Background: an optimization exercise with open tools, aiming at small area. Do not read the settings as production practice.
The RTL was checked by simulation tests, not by an equivalence proof against the original design.
Power figures rest on the tool's default switching activity, not on a simulated workload.

==> inputs of wip/delta <==
==> flow/design.v <==
module TopLevel (
    input  logic        clk, rst, interrupt,
    output logic [31:0] imem_addr,
    input  logic [31:0] imem_rdata,
    output logic [31:0] dmem_addr,
    output logic [31:0] dmem_wdata,
    output logic [3:0]  dmem_wmask,
    output logic        dmem_we,
    input  logic [31:0] dmem_rdata);
  localparam logic [2:0] INIT = 3'd0, EX0 = 3'd1, EX1 = 3'd2,
                         TR0 = 3'd3, TR1 = 3'd4, TR2 = 3'd5;
  localparam int E_MTVEC = 32, E_MEPC = 33, E_MCAUSE = 34;
  logic [2:0]  ph;         
  logic [2:0]  st;
  logic [29:0] pc;
  logic [31:0] a;          
  logic [31:0] t;          
  logic        mie_q, mpie_q, mtie_q;
  logic        carry_q, z_q, aux_q;
  logic [3:0]  prev_q;
  wire ex0  = st == EX0;
  wire ex1  = st == EX1;
  wire tr0  = st == TR0;
  wire tr1  = st == TR1;
  wire tr2  = st == TR2;
  wire init = st == INIT;
  wire ph0  = ph == 3'd0;
  wire ph7  = ph == 3'd7;
  wire [31:0] ir  = imem_rdata;
  wire [4:0]  opc = ir[6:2];
  wire [2:0]  f3  = ir[14:12];
  wire [4:0]  rd  = ir[11:7];
  wire [4:0]  rs1 = ir[19:15];
  wire [4:0]  rs2 = ir[24:20];
  wire is_load  = opc == 5'b00000;
  wire is_opimm = opc == 5'b00100;
  wire is_auipc = opc == 5'b00101;
  wire is_store = opc == 5'b01000;
  wire is_op    = opc == 5'b01100;
  wire is_lui   = opc == 5'b01101;
  wire is_br    = opc == 5'b11000;
  wire is_jalr  = opc == 5'b11001;
  wire is_jal   = opc == 5'b11011;
  wire is_sys   = opc == 5'b11100;
  wire is_csr   = is_sys & (f3 != 3'b000);
  wire is_mret  = is_sys & (f3 == 3'b000) & ir[29];
  wire is_alu   = is_op | is_opimm;
  wire is_shift = is_alu & (f3[1:0] == 2'b01);
  wire is_slt   = is_alu & (f3[2:1] == 2'b01);
  wire is_logic = is_alu & f3[2] & (f3[1:0] != 2'b01);
  wire is_sub   = is_op & ir[30] & (f3 == 3'b000);
  wire [11:0] csra = ir[31:20];
  wire c_mstatus = csra == 12'h300;
  wire c_mie     = csra == 12'h304;
  wire c_mip     = csra == 12'h344;
  wire c_mtvec   = csra == 12'h305;
  wire c_mepc    = csra == 12'h341;
  wire c_mcause  = csra == 12'h342;
  wire csr_wr    = is_csr & ((f3[1:0] == 2'b01) | (rs1 != 5'd0));
  logic [31:0] imm;
  always_comb begin
    if (is_store)                imm = {{20{ir[31]}}, ir[31:25], ir[11:7]};
    else if (is_br)              imm = {{19{ir[31]}}, ir[31], ir[7], ir[30:25], ir[11:8], 1'b0};
    else if (is_lui | is_auipc)  imm = {ir[31:12], 12'b0};
    else if (is_jal)             imm = {{11{ir[31]}}, ir[31], ir[19:12], ir[20], ir[30:21], 1'b0};
    else                         imm = {{20{ir[31]}}, ir[31:20]};
  end
  wire [3:0] immnib = imm[{ph, 2'b00} +: 4];
  wire [31:0] pcw = {pc, 2'b00};
  wire [3:0] pcnib = pcw[{ph, 2'b00} +: 4];
  logic [5:0]  ra2;
  logic [34:0] wen;
  logic [3:0]  wdat;
  logic [139:0] onib;       
  assign onib[3:0] = 4'd0;
  genvar e;
  for (e = 1; e <= 34; e++) begin : g_rf
    logic [31:0] r;
    always_ff @(posedge clk) r <= {wen[e] ? wdat : r[3:0], r[31:4]};
    assign onib[4*e +: 4] = r[3:0];
  end
  always_comb begin
    ra2 = {1'b0, rs2};
    if (tr2) ra2 = 6'd32;
    else if (is_mret) ra2 = 6'd33;
    else if (is_csr) begin
      ra2 = 6'd0;
      if (c_mtvec)  ra2 = 6'd32;
      if (c_mepc)   ra2 = 6'd33;
      if (c_mcause) ra2 = 6'd34;
    end
  end
  wire [3:0] p1 = onib[{rs1, 2'b00} +: 4];
  wire [3:0] p2 = onib[{ra2, 2'b00} +: 4];
  logic [3:0] csyn;
  always_comb begin
    csyn = 4'd0;
    if (is_csr) begin
      if (c_mstatus & ph == 3'd0) csyn = {mie_q, 3'b0};
      if (c_mstatus & ph == 3'd1) csyn = {mpie_q, 3'b0};
      if (c_mie     & ph == 3'd1) csyn = {mtie_q, 3'b0};
      if (c_mip     & ph == 3'd1) csyn = {interrupt, 3'b0};
    end
  end
  wire [3:0] p2x = p2 | csyn;
  logic [3:0] xo, yo;
  logic       sub;
  always_comb begin
    xo = 4'd0;
    yo = immnib;
    sub = 1'b0;
    case (st)
      EX0: begin
        if (is_alu | is_load | is_store | is_jalr | is_br) xo = p1;
        if (is_auipc | is_jal) xo = pcw[{ph, 2'b00} +: 4];
        if (is_shift) xo = 4'd0;
        if (is_csr) xo = f3[2] ? ((ph == 3'd0) ? rs1[3:0] : (ph == 3'd1) ? {3'b0, rs1[4]} : 4'd0) : p1;
        if (is_op | is_br | is_csr | is_mret) yo = p2x;
        sub = is_sub | is_slt | is_br;
      end
      EX1: begin
        if (is_jal | is_jalr | is_br) xo = pcnib;
        if (is_jal | is_jalr) yo = (ph == 3'd0) ? 4'd4 : 4'd0;
        if (is_slt) yo = (ph == 3'd0) ? {3'b0, aux_q} : 4'd0;
      end
      TR0: begin xo = pcnib; yo = 4'd0; end
      TR1: begin yo = (ph == 3'd0) ? 4'h7 : (ph == 3'd7) ? 4'h8 : 4'h0; end
      TR2: begin
        yo = p2;
        xo = (ph == 3'd0) ? {p2[0], p2[0], 2'b00} : (ph == 3'd1) ? {3'b0, aux_q} : 4'd0;
      end
      default: ;
    endcase
  end
  wire [3:0] yv  = yo ^ {4{sub}};
  wire       cin = ph0 ? sub : carry_q;
  wire [4:0] sum5 = {1'b0, xo} + {1'b0, yv} + {4'd0, cin};
  wire [3:0] sum = sum5[3:0];
  wire       cout = sum5[4];
  logic [3:0] lut;
  always_comb begin
    if (is_csr) lut = (f3[1:0] == 2'b01) ? 4'b1100 : (f3[1:0] == 2'b10) ? 4'b1110 : 4'b0010;
    else        lut = (f3[1:0] == 2'b00) ? 4'b0110 : (f3[1:0] == 2'b10) ? 4'b1110 : 4'b1000;
  end
  logic [3:0] lres;
  always_comb for (int i = 0; i < 4; i++) lres[i] = lut[{xo[i], yo[i]}];
  wire use_logic = ex0 & (is_logic | is_csr);
  wire [3:0] res = use_logic ? lres : sum;
  wire uns   = is_br ? f3[1] : f3[0];
  wire lt    = uns ? ~cout : ((xo[3] ^ yo[3]) ? xo[3] : sum[3]);
  wire eq    = z_q & (sum == 4'd0);
  wire taken = f3[2] ? (lt ^ f3[0]) : (eq ^ f3[0]);
  wire [4:0] shamt = is_csr ? 5'd0 : a[4:0];
  wire [2:0] q = shamt[4:2];
  wire [1:0] r = shamt[1:0];
  wire left = is_csr | ~f3[2];
  logic [3:0] depth;
  always_comb begin
    if (left) depth = (q == 3'd0) ? 4'd8 : {1'b0, q};
    else      depth = {1'b0, 3'd7 - q};
  end
  logic [3:0] tap;
  always_comb begin
    case (depth)
      4'd0: tap = p1;
      4'd1: tap = t[31:28];
      4'd2: tap = t[27:24];
      4'd3: tap = t[23:20];
      4'd4: tap = t[19:16];
      4'd5: tap = t[15:12];
      4'd6: tap = t[11:8];
      4'd7: tap = t[7:4];
      default: tap = t[3:0];
    endcase
  end
  wire [3:0] phq = {1'b0, ph} + {1'b0, q};
  logic [3:0] tapv;
  always_comb begin
    if (left) tapv = (ex1 & (ph >= q)) ? tap : 4'd0;
    else      tapv = (ex0 | (phq <= 4'd6)) ? tap : {4{aux_q}};
  end
  wire [2:0] shr = left ? (3'd4 - {1'b0, r}) : {1'b0, r};
  wire [7:0] win = {tapv, prev_q} >> shr;
  wire [3:0] shout = win[3:0];
  wire [1:0] off = a[1:0];
  wire [2:0] lidx = ph + {off, 1'b0};
  wire [3:0] lraw = dmem_rdata[{lidx, 2'b00} +: 4];
  wire lsgn = ~f3[2] & ((f3[1:0] == 2'b00) ? dmem_rdata[{off, 3'b111}] : dmem_rdata[{off[1], 4'b1111}]);
  wire lfill = ((f3[1:0] == 2'b00) & (ph >= 3'd2)) | ((f3[1:0] == 2'b01) & (ph >= 3'd4));
  wire [3:0] ldnib = lfill ? {4{lsgn}} : lraw;
  wire single = ~(is_load | is_jal | is_jalr | is_shift | is_slt | is_csr |
                  (is_store & (off != 2'd0)) | (is_br & taken));
  wire done = ph7 & ((ex0 & single) | ex1 | tr2);
  wire jump = (ex1 & (is_jal | is_jalr | is_br)) | (ex0 & is_mret) | tr2;
  wire irq  = interrupt & mie_q & mtie_q;
  wire a_we = (ex0 & (is_load | is_store | is_jal | is_jalr | is_shift | is_mret)) |
              (ex1 & is_br) | tr2;
  wire [31:0] a_eff = {(a_we & ph7) ? res : a[31:28], a[27:0]};
  wire gwe = (ex0 & ((is_alu & ~is_shift & ~is_slt) | is_lui | is_auipc)) |
             (ex1 & (is_jal | is_jalr | is_slt | is_shift | is_load | is_csr));
  wire cwe = ex0 & csr_wr;
  always_comb begin
    wdat = res;
    if (ex1 & is_load) wdat = ldnib;
    if (ex1 & (is_shift | is_csr)) wdat = shout;
    if (ph0 & cwe & c_mtvec) wdat[1] = 1'b0;
    if (ph0 & cwe & c_mepc)  wdat[1:0] = 2'b00;
    if (init) wdat = 4'd0;
  end
  always_comb begin
    wen = '0;
    for (int i = 1; i < 32; i++) wen[i] = gwe & (rd == i);
    wen[E_MTVEC]  = init | (cwe & c_mtvec);
    wen[E_MEPC]   = init | (cwe & c_mepc) | tr0;
    wen[E_MCAUSE] = init | (cwe & c_mcause) | tr1;
  end
  assign imem_addr = pcw;
  assign dmem_addr = a_eff;
  assign dmem_wdata = {(is_store | is_csr) ? p2x : p1, t[31:4]};
  assign dmem_we = is_store & (ph == {~off, 1'b1}) & ((ex0 & (off == 2'd0)) | (ex1 & (off != 2'd0)));
  always_comb begin
    case (f3[1:0])
      2'b00:   dmem_wmask = 4'b0001 << off;
      2'b01:   dmem_wmask = off[1] ? 4'b1100 : 4'b0011;
      default: dmem_wmask = 4'b1111;
    endcase
  end
  always_ff @(posedge clk) begin
    t <= {(is_store | is_csr) ? p2x : p1, t[31:4]};
    carry_q <= cout;
    z_q <= (ph0 | z_q) & (sum == 4'd0);
    prev_q <= tapv;
    if (a_we) a[{ph, 2'b00} +: 4] <= res;
    if (tr2 & ph0) aux_q <= p2[0];
    else if (ex0 & ph7) aux_q <= is_slt ? lt : (p1[3] & ir[30]);
  end
  always_ff @(posedge clk) begin
    if (rst) begin
      ph <= 3'd0;
      st <= INIT;
      pc <= 30'd0;
      mie_q <= 1'b0;
      mpie_q <= 1'b0;
      mtie_q <= 1'b0;
    end else begin
      ph <= ph + 3'd1;
      if (done) pc <= jump ? a_eff[31:2] : pc + 30'd1;
      if (ph7) begin
        case (st)
          INIT: st <= irq ? TR0 : EX0;
          EX0:  st <= single ? (irq ? TR0 : EX0) : EX1;
          EX1:  st <= irq ? TR0 : EX0;
          TR0:  st <= TR1;
          TR1:  st <= TR2;
          default: st <= EX0;
        endcase
      end
      if (cwe & c_mstatus & (ph == 3'd0)) mie_q <= res[3];
      if (cwe & c_mstatus & (ph == 3'd1)) mpie_q <= res[3];
      if (cwe & c_mie & (ph == 3'd1)) mtie_q <= res[3];
      if (ex0 & is_mret & ph7) begin
        mie_q <= mpie_q;
        mpie_q <= 1'b1;
      end
      if (tr0 & ph0) begin
        mpie_q <= mie_q;
        mie_q <= 1'b0;
      end
    end
  end
endmodule
==> flow/run.sh <==
#!/bin/bash
# synth_recipe.tcl (not shown) runs the flow's synth.tcl, then flattens the netlist and writes it again
# the make line also repeats each setting of config.mk as NAME=value (left out here)
make -C /OpenROAD-flow-scripts/flow DESIGN_CONFIG=/design/flow/config.mk WORK_HOME=/design/flow/orfs CLKGATE_MAP_FILE= SYNTH_SCRIPT=/design/flow/synth_recipe.tcl finish
==> flow/config.mk <==
export PLATFORM = sky130hd
export DESIGN_NAME = TopLevel
export DESIGN_NICKNAME = TopLevel
export VERILOG_FILES = /design/flow/design.v
export SDC_FILE = /design/flow/constraint.sdc
export NUM_CORES = 8
export LEC_CHECK = 0
export CAP_MARGIN = 20
export CORE_MARGIN = 2
export CORE_UTILIZATION = 40
export CTS_BUF_LIST = sky130_fd_sc_hd__clkbuf_2 sky130_fd_sc_hd__clkbuf_4 sky130_fd_sc_hd__clkbuf_8
export SLEW_MARGIN = 20
==> flow/constraint.sdc <==
create_clock -name core_clock -period 20.0 [get_ports {clk}]
set_input_delay 4.0000 -clock core_clock [delete_from_list [all_inputs] [get_ports {clk}]]
set_output_delay 4.0000 -clock core_clock [all_outputs]
set_load 0.01 [all_outputs]
==> inputs of wip/amber, as changes to wip/delta <==
--- a/flow/config.mk
+++ b/flow/config.mk
@@ -9,4 +9,6 @@
 export CORE_MARGIN = 2
-export CORE_UTILIZATION = 40
-export CTS_BUF_LIST = sky130_fd_sc_hd__clkbuf_2 sky130_fd_sc_hd__clkbuf_4 sky130_fd_sc_hd__clkbuf_8
+export CORE_UTILIZATION = 60
+export CTS_BUF_LIST = sky130_fd_sc_hd__clkbuf_4
+export CTS_CLUSTER_DIAMETER = 40
+export CTS_CLUSTER_SIZE = 10
 export SLEW_MARGIN = 20
==> comparison table <==
|  | wip/delta | wip/amber |
|---|---|---|
| Result of the run | finished clean | finished clean |
| Global-route wire length before repair | 143000 um | 135000 um |
| Total Die Area | 91000 um^2 | 61100 um^2 |
| Worst-case clock skew | 0.0428 ns | 0.0688 ns |
| Share of total power in the clock network | 45.3% | 30.6% |
| Multi-input gate share of total cell area | 24.0% | 25.9% |
| Critical path peak fanout | 22 | 21 |
| Share of cell area taken by flip-flops and latches | 58.1% | 62.6% |
| Power consumption | 4760 uW | 3750 uW |
| Clock buffer count from CTS | 177 | 147 |
| Leak pwr | 0.0160 uW | 0.0146 uW |
| NonClk Buf Share | 4.43% | 4.90% |
| Post-route cell area | 41900 um^2 | 38800 um^2 |
| Reg-to-reg startpoint | ph[0] | st[2] |
| Worst Tran Pin Value | 1.12 ns | 1.15 ns |
| Final worst setup slack | 4.56 ns | 4.40 ns |
| Sequential cell fraction of total power | 50.6% | 64.3% |
| Routing usage on met3 | 4.40% | 7.31% |
| CLK BUF | 276 | 152 |
| Reg-to-reg slack, setup | 10.98 ns | 11.70 ns |
| Layout overhead on the synthesized area | 18.1% | 9.52% |
| Number of global-route vias before repair | 22.7k | 22.1k |
| Worst setup path startpoint | imem_rdata[2] | imem_rdata[6] |
| Dpl hpwl | 66000 um | 64100 um |

afterwards: timing with drivers on the ports:
How much do the figures lean on ideal ports? The routed layouts below were timed once more, with nothing changed but the port constraints.
Step 1: set_driving_cell puts a clkbuf_16 on clk and a buf_2 on each other input, an assumption about the parent block.
Step 2, shift: input delay + t, output delay - t, t = (earliest + latest rising clock arrival at the registers) / 2. This alone moves slack from input paths to output paths.
Three values: no drivers, after step 1, after step 2; two values: the first two.
run	t (ns)	setup slack, ns	slew at the worst register clock pin (ns)	worst slew at a driven data input, ns
wip/delta	0.891	4.557 / 4.519 / 4.519	0.07 / 0.07	0.15
wip/amber	1.055	4.404 / 4.309 / 4.309	0.12 / 0.12	0.13
After both steps setup and hold are still met in every run listed. For wip/amber, which loses most, drivers alone change the setup slack by -0.095 ns; drivers and shift together by -0.095 ns.
